Background: an optimization exercise with open tools, aiming at small area. Do not read the settings as production practice. Function was not checked in any run shown here: the RTL went through the layout flow alone.

==> flow/design.v, too long to show whole: its modules and the start of the top module <==
// module xor_module: 11 lines
// module reg_module: 12 lines
// module reg_26bits: 11 lines
// module hpc3_and_module: 25 lines
// module aes_bp_graph_coloring: 1782 lines
module aes_bp_graph_coloring (
  input           clk,
  input  [7:0] share0_in,
  input  [7:0] share1_in,
  input  [51:0] rand_bit_share0,
  input  [51:0] rand_bit_share1,
  output [7:0] o_share0,
  output [7:0] o_share1
);
  // ...
==> flow/run.sh <==
#!/bin/bash
# synth_recipe.tcl (not shown) runs the flow's synth.tcl, then flattens the netlist and writes it again
# the make line also repeats each setting of config.mk as NAME=value (left out here)
make -C /OpenROAD-flow-scripts/flow DESIGN_CONFIG=/design/flow/config.mk WORK_HOME=/design/flow/orfs CLKGATE_MAP_FILE= SYNTH_SCRIPT=/design/flow/synth_recipe.tcl finish
==> flow/config.mk <==
export PLATFORM = sky130hd
export DESIGN_NAME = aes_bp_graph_coloring
export DESIGN_NICKNAME = aes_bp_graph_coloring
export VERILOG_FILES = /design/flow/design.v
export SDC_FILE = /design/flow/constraint.sdc
export NUM_CORES = 4
export LEC_CHECK = 0
export CAP_MARGIN = 20
export CORE_MARGIN = 2
export CORE_UTILIZATION = 40
export SLEW_MARGIN = 20
==> flow/constraint.sdc <==
create_clock -name core_clock -period 5.0 [get_ports {clk}]
set_input_delay 1.0000 -clock core_clock [delete_from_list [all_inputs] [get_ports {clk}]]
set_output_delay 1.0000 -clock core_clock [all_outputs]
set_load 0.01 [all_outputs]
==> out/metrics.cfg, run 1 <==
[critical_path]
startpoint_type = flop
worst-path-buf-inv = 1
ff2ff_setup_slack_ps = 1740
critPathArrivalTime_ps = 3360
worstReg2RegEnd = T2_0
max_stage_delay_ps = 550
path_max_fanout = 10

[synthesis]
yosys-top-cells-count = xnor2_1 (277), dfxtp_1 (255), xor2_1 (127)
synth-adder-area-share = 0.00240
avgSynthCellArea_um2 = 10.7
syn-instance-count = 1173
synth_top_family_by_area = XOR/XNOR gates

[routing]
m1WireLength_um = 11500
wl_met2_um = 13500
highest_layer = met4

[sta]
setup_tns_ps = 0
hold_viol = 0
slew_headroom = 0.487
min_period_ps = 4360
fmax_ghz = 0.229

[layout]
clkbuf_count = 33
nFlopsAndLatches = 255
final-nonclk-buf-share = 0.0583
fin_util = 0.475

[clocking]
h-tree-depth = 1
clkSinkCount = 255
clockBufferDepth = 3
cts_tree = built
post_cts.repair.setup_buffers = 0

[die]
num_io_pins = 137
die_height_um = 181
core_area_um2 = 30700
die_area_um2 = 32700

[global_route]
use_met1 = 0.194
antenna_found_initial = 0

[worst_hold_path]
worst_hold_path_type = flop to flop
worstHoldEndpoint = in0_d3_4
hold_depth = 0

[outcome]
outcome = timing/DRC/antenna clean

[placement]
routabilityCongestion = 0.874

==> run 2: changes to the inputs <==
--- a/flow/config.mk
+++ b/flow/config.mk
@@ -8,4 +8,5 @@
 export CAP_MARGIN = 20
 export CORE_MARGIN = 2
 export CORE_UTILIZATION = 40
+export CTS_BUF_LIST = sky130_fd_sc_hd__clkbuf_2
 export SLEW_MARGIN = 20
==> run 2 against run 1 <==
Flip-flop and latch count is the same. Utilization shrank 0.96 points. Cell area shrank 2.0%. Final cell count grew 4.2%. Area after synthesis is the same. Critical endpoint unchanged. Clock skew grew 49 ps. Routed wire length grew 0.82%. Largest cell class unchanged.
==> out/metrics.cfg, run 2 <==
[die]
rows = 64
core_area_um2 = 30700  ; unchanged
fp.dieW_um = 181
initial_core_util = 0.408
die_area_um2 = 32700  ; unchanged
die_height_um = 181  ; unchanged
num_io_pins = 137  ; unchanged

[critical_path]
critPathArrivalTime_ps = 3650  ; +290 ps
path_max_fanout = 10  ; unchanged
timing.setup.critical_path_class = flop to primary output
ff2ff_setup_slack_ps = 1740  ; about the same
startpoint_type = flop
crit_chain = xnor2_1, nor2_1, o21bai_1, a32o_1, xor2_1, xnor2_1, xor2_1, clkdlybuf4s50_1
critical_path.slowest_cell = clkdlybuf4s50_1
worstSetupEndpointType = primary output
max_stage_delay_ps = 550  ; about the same
rr_worst_depth = 8
reg2reg_from = m35_xc_0
cp.required_ps = 4000
worstReg2RegEnd = T2_0

[synthesis]
avgSynthCellArea_um2 = 10.7  ; unchanged
synth_area_leaders = dfxtp_1 (41%), xnor2_1 (19%), xor2_1 (8.9%), xnor3_1 (7.4%), nand2_1 (2.9%)
synthFlopType = dfxtp_1
syn-instance-count = 1173  ; unchanged
synth_cell_types = 73
yosysTopAreaCellShare = 0.408
ys_seq_elements = 255
ys_seq_area_frac = 0.408
synth_top_area_cell = dfxtp_1
ys_warn_count = 1
synth_nets = 1294
synth-async-reset-ratio = 0
yosys-top-cells-count = xnor2_1 (277), dfxtp_1 (255), xor2_1 (127)
syn_area_um2 = 12500
yosysMostFrequentCell = xnor2_1
synth_edf_count = 0

[placement]
hpwl_um = 21400
dpl_worst_slack_ps = 1070
routabilityCongestion = 0.874  ; unchanged
io_buffers = 84

[routing]
drt_iter0_markers = 308
routedWlPerCell_um = 15.2
viasPerCell = 4.58
drt_first_pass_iters = 5
drtAntennaViolNets = 0
drc = 0
totalWireLength_um = 26400
vias = 7968

[outcome]
outcome = timing/DRC/antenna clean

[worst_hold_path]
worst_hold_path_type = flop to flop
worstHoldStart = in0_d2_1
hold_depth = 0  ; unchanged
worstHoldEndpoint = in0_d3_1

[sta]
rsz0062_at_grt = false
final.setup.worst_slack_ps = 347
fmax_ghz = 0.215  ; -6.3%
setup_tns_ps = 0  ; unchanged
min_period_ps = 4650  ; +293 ps
slew_violations = 0
hold_viol = 0  ; unchanged
finalCritPeriodShare = 0.931
slew_headroom = 0.513  ; +0.0262
tightest_slew_ps = 725
setup_viol = 0
skew_ps = 57.0

[global_route]
grt_max_degree = 16
grt_pass1_wl_um = 41400
grt-ovfl-total = 0
antenna_found_initial = 1  ; +1
grtUsageTotal = 0.163
grt_pass1_vias = 7878

[clocking]
worstSkewPairLatency_ps = 810
post_cts_resized = 0
cts_buffers = 66
cts_root_buf = clkbuf_2
ctsHoldBuffers = 0
clk_pin_slew_ps = 90
h-tree-depth = 3  ; +2
clkSinkCount = 255  ; unchanged
cts_tree = built
post_cts.repair.setup_buffers = 0  ; unchanged
clockBufferDepth = 3  ; unchanged

[layout]
layout_common_cells = xnor2_1 (277), dfxtp_1 (255), xor2_1 (127)
drive_gt1_frac = 0.0991
area_growth_pct = 14.1
nFillCells = 2904
final_nets = 1415
final_common_cell = xnor2_1

[flow_run]
cap_violations = 0

==> run 2: worst max path at each step <==
stage | end | cells past startpoint | from
CTS | o_share1[2] | 8 | m40_r4_1
finish | o_share1[2] | 8 | m40_r4_1
global route | o_share1[2] | 8 | m39_r4_1
detailed placement | Tm21_0 | 8 | share0_in[7]
floorplan | o_share1[2] | 8 | m39_r4_1
global placement | Tm23_0 | 8 | share0_in[7]
==> run 2: routing by layer <==
layer | up-vias | part of all wire | global-route usage | wire (um)
li1 | 4106 | - | - | -
met1 | 3656 | 0.42 | 0.190 | 11200
met2 | 170 | 0.51 | 0.292 | 13500
met3 | 36 | 0.044 | 0.0318 | 1160
met4 | 0 | 0.023 | 0.0665 | 599
met5 | - | 0 | 0 | 0
==> run 2: worst max-delay path, delay by kind of cell, from the launching register on <==
kind / cells / cell delay (ps)
AND/OR/NAND/NOR: 1 / 150
buffers and inverters: 1 / 550
flip-flops: 1 / 430
AO/OA/AOI/OAI: 2 / 470
XOR/XNOR: 4 / 1250
==> run 2: layout make-up <==
cell class	instances	area (um^2)	area share
antenna	1	2.50	0.000175
clock buffer	96	480	0.0337
sequential	255	5100	0.358
inverter	44	165	0.0116
multi-input combinational	842	7070	0.496
tap	396	495	0.0347
clock inverter	20	87.6	0.00614
timing repair buffer	85	848	0.0595
==> run 2: cell families after synthesis <==
kind of cell    count (synthesis)  share of synthesized area
xor+xnor                      464                      0.392
flops                         255                      0.408
simple gates                  225                     0.0849
compound gates                134                     0.0739
buf+inv                        76                     0.0258
mux                            16                     0.0130
fa+ha+maj                       3                    0.00240
==> run 2: through the flow <==
stage	hold slack [ps]	instances	utilization	area [um^2]
after floorplan	310	1173	-	12500
after global placement	310	1622	0.446	13700
after detailed placement	312	1622	0.446	13700
after CTS	322	1738	0.465	14300
after global routing	334	1739	0.465	14300
final	319	1739	0.465	14300
==> run 3: changes to the inputs <==
--- a/flow/config.mk
+++ b/flow/config.mk
@@ -7,6 +7,6 @@
 export LEC_CHECK = 0
 export CAP_MARGIN = 20
 export CORE_MARGIN = 2
-export CORE_UTILIZATION = 40
-export CTS_BUF_LIST = sky130_fd_sc_hd__clkbuf_2
+export CORE_UTILIZATION = 60
+export CTS_BUF_LIST = sky130_fd_sc_hd__clkbuf_1 sky130_fd_sc_hd__clkbuf_2 sky130_fd_sc_hd__clkbuf_4
 export SLEW_MARGIN = 20
==> run 3 against run 2 <==
Cell area down 0.33%. Final cell count down 7.8%. Clock-buffer cell count down 11. Register-to-register slack better by 140 ps. Flip-flop and latch count unchanged. Sequential share of layout area up 0.12 points. Clock skew up 3.1 ps. Synthesized cell count unchanged. Critical path type unchanged. Critical endpoint unchanged. Largest cell class unchanged.
==> out/metrics.cfg, run 3 <==
[layout]
drive_gt1_frac = 0.0750  ; -0.0241
layout_common_cells = xnor2_1 (277), dfxtp_1 (255), xor2_1 (127)
final_common_cell = xnor2_1
final_nets = 1411  ; -0.28%
area_growth_pct = 13.7

[critical_path]
worstSetupEndpointType = primary output
ff2ff_setup_slack_ps = 1880  ; +140 ps
reg2reg_from = Tm40_0
path_max_fanout = 9  ; -1
cp.required_ps = 4000  ; about the same
critPathArrivalTime_ps = 3470  ; -180 ps
worstReg2RegEnd = T2_0
startpoint_type = flop
rr_worst_depth = 8  ; unchanged
timing.setup.critical_path_class = flop to primary output

[routing]
drt_iter0_markers = 439  ; +43%
drt_first_pass_iters = 5  ; unchanged
viasPerCell = 4.98  ; +8.6%
routedWlPerCell_um = 16.1  ; +6.1%
vias = 7985  ; +0.21%
totalWireLength_um = 25800  ; -2.2%
drc = 0  ; unchanged
drtAntennaViolNets = 0  ; unchanged

[clocking]
cts_tree = built
cts_root_buf = clkbuf_4
clkSinkCount = 255  ; unchanged
clockBufferDepth = 3  ; unchanged
clk_pin_slew_ps = 70  ; -20 ps
cts_buffers = 61  ; -7.6%
post_cts_resized = 0  ; unchanged
ctsHoldBuffers = 0  ; unchanged
worstSkewPairLatency_ps = 690  ; -120 ps
post_cts.repair.setup_buffers = 0  ; unchanged
h-tree-depth = 2  ; -1

[placement]
hpwl_um = 20600  ; -3.9%
io_buffers = 84  ; unchanged
routabilityCongestion = 0.934  ; +6.9%

[synthesis]
yosysMostFrequentCell = xnor2_1
synth-async-reset-ratio = 0  ; unchanged
syn-instance-count = 1173  ; unchanged
synthFlopType = dfxtp_1
ys_seq_area_frac = 0.408  ; unchanged
avgSynthCellArea_um2 = 10.7  ; unchanged
synth_cell_types = 73  ; unchanged
synth_top_area_cell = dfxtp_1
synth_edf_count = 0  ; unchanged
synth_nets = 1294  ; unchanged
synth_area_leaders = dfxtp_1 (41%), xnor2_1 (19%), xor2_1 (8.9%), xnor3_1 (7.4%), nand2_1 (2.9%)
syn_area_um2 = 12500  ; unchanged
ys_warn_count = 1  ; unchanged
ys_seq_elements = 255  ; unchanged
yosys-top-cells-count = xnor2_1 (277), dfxtp_1 (255), xor2_1 (127)
yosysTopAreaCellShare = 0.408  ; unchanged

[worst_hold_path]
worstHoldEndpoint = ra23_d3
hold_depth = 0  ; unchanged
worstHoldStart = ra23_d2
worst_hold_path_type = flop to flop

[sta]
rsz0062_at_grt = false
hold_viol = 0  ; unchanged
slew_violations = 0  ; unchanged
skew_ps = 60.1  ; +3.07 ps
setup_tns_ps = 0  ; unchanged
slew_headroom = 0.406  ; -0.107
finalCritPeriodShare = 0.894  ; -0.0365
min_period_ps = 4470  ; -182 ps
setup_viol = 0  ; unchanged
fmax_ghz = 0.224  ; +4.1%
tightest_slew_ps = 885  ; +160 ps

[outcome]
outcome = timing/DRC/antenna clean

[die]
initial_core_util = 0.614  ; +0.206
num_io_pins = 137  ; unchanged
fp.dieW_um = 148  ; -18%
die_area_um2 = 22000  ; -33%
die_height_um = 148  ; -18%
core_area_um2 = 20400  ; -34%
rows = 52  ; -19%

[global_route]
grtUsageTotal = 0.243  ; +0.0799
antenna_found_initial = 2  ; +1
grt_pass1_wl_um = 41100  ; -0.77%
grt-ovfl-total = 0  ; unchanged
grt_max_degree = 19  ; +3
grt_pass1_vias = 8020  ; +1.8%

[flow_run]
cap_violations = 0  ; unchanged

[run 3: cell count changes in the layout (fill, tap and decap cells not counted), sizes merged]
cell      previous run  this run
buf                  1         2
bufinv               0         1
clkbuf              96        85
clkinv              19        21
clkinvlp             2         0
[run 3: per-stage QoR]
stage | utilization | hold WS (ps) | std cells | worst slack (ps) | area (um^2)
floorplan | - | 310 | 1173 | 1870 | 12500
CTS | 0.698 | 277 | 1603 | 445 | 14200
finish | 0.698 | 282 | 1604 | 529 | 14200
global route | 0.698 | 314 | 1604 | 256 | 14200
global placement | 0.665 | 310 | 1497 | 1100 | 13500
detailed placement | 0.665 | 312 | 1497 | 1040 | 13500
[run 3: cells by family (layout without fill, tap and decap cells)]
group,Yosys count,after routing,share of synthesized area
AO/OA/AOI/OAI,134,134,0.0739
XOR/XNOR,464,464,0.392
adder cells (fa/ha/maj),3,3,0.00240
buffers and inverters,76,236,0.0258
flip-flops,255,255,0.408
multiplexers,16,16,0.0130
other,0,1,0
AND/OR/NAND/NOR,225,225,0.0849
[run 3: worst max-delay path by stage]
stage / start / end / cells past startpoint
6_report: m39_r4_1 / o_share1[2] / 8
5_1_grt: m39_r4_1 / o_share1[2] / 8
4_1_cts: m39_r4_1 / o_share1[2] / 8
3_5_place_dp: share1_in[7] / Tm23_1 / 8
3_3_place_gp: share0_in[7] / Tm23_0 / 8
2_1_floorplan: m39_r4_1 / o_share1[2] / 8
[run 3: cell type report]
class | count | area [um^2]
Tap cell | 270 | 338
Multi-Input combinational cell | 842 | 7070
Sequential cell | 255 | 5100
Inverter | 44 | 165
Timing Repair Buffer | 86 | 856
Clock buffer | 85 | 548
Antenna cell | 1 | 2.50
Clock inverter | 21 | 123
Fill cell | 1613 | 6150
[run 3: routing by layer]
metal,GRT usage,vias up,wire (um)
met5,0,-,0
met3,0.0399,40,943
li1,-,4120,-
met1,0.274,3644,10600
met2,0.455,181,13500
met4,0.0986,0,816
[run 3: worst max-delay path, cell delays in order, from the launching register on]
cell and delay (ps):
dfxtp_1 550, xor2_1 360, nor2_1 110, o21bai_1 180, a32o_1 270, xor2_1 210, xnor2_1 380, xor2_1 180
clkdlybuf4s50_1 550

[separate check: timing with driven ports]
The flow's constraints put no driver on any port. The routed layouts listed below were extracted and timed again, unchanged, in two steps.
Step 1 (the two cells are an assumption about what drives the block):
set clk [get_ports {clk}]
set_driving_cell -lib_cell sky130_fd_sc_hd__clkbuf_16 $clk
set_driving_cell -lib_cell sky130_fd_sc_hd__buf_2 [delete_from_list [all_inputs] $clk]
Step 2 adds t to the input delays and takes it off the output delays; t is the mean of the earliest and latest rising clock arrival at the registers after step 1. Input paths then give back, and output paths get back, about the clock's delay inside the block.
Slacks: ideal / step 1 / step 2; pairs: ideal / step 1.
| run | t, ns | slack for setup (ns) | pins driven straight from the clock port |
|---|---|---|---|
| run 1 | 0.568 | 0.640 / 0.587 / 1.051 | 1 |
| run 2 | 0.822 | 0.347 / 0.307 / 1.049 | 1 |
| run 3 | 0.703 | 0.529 / 0.489 / 1.017 | 1 |
After both steps setup and hold are still met in every run listed.
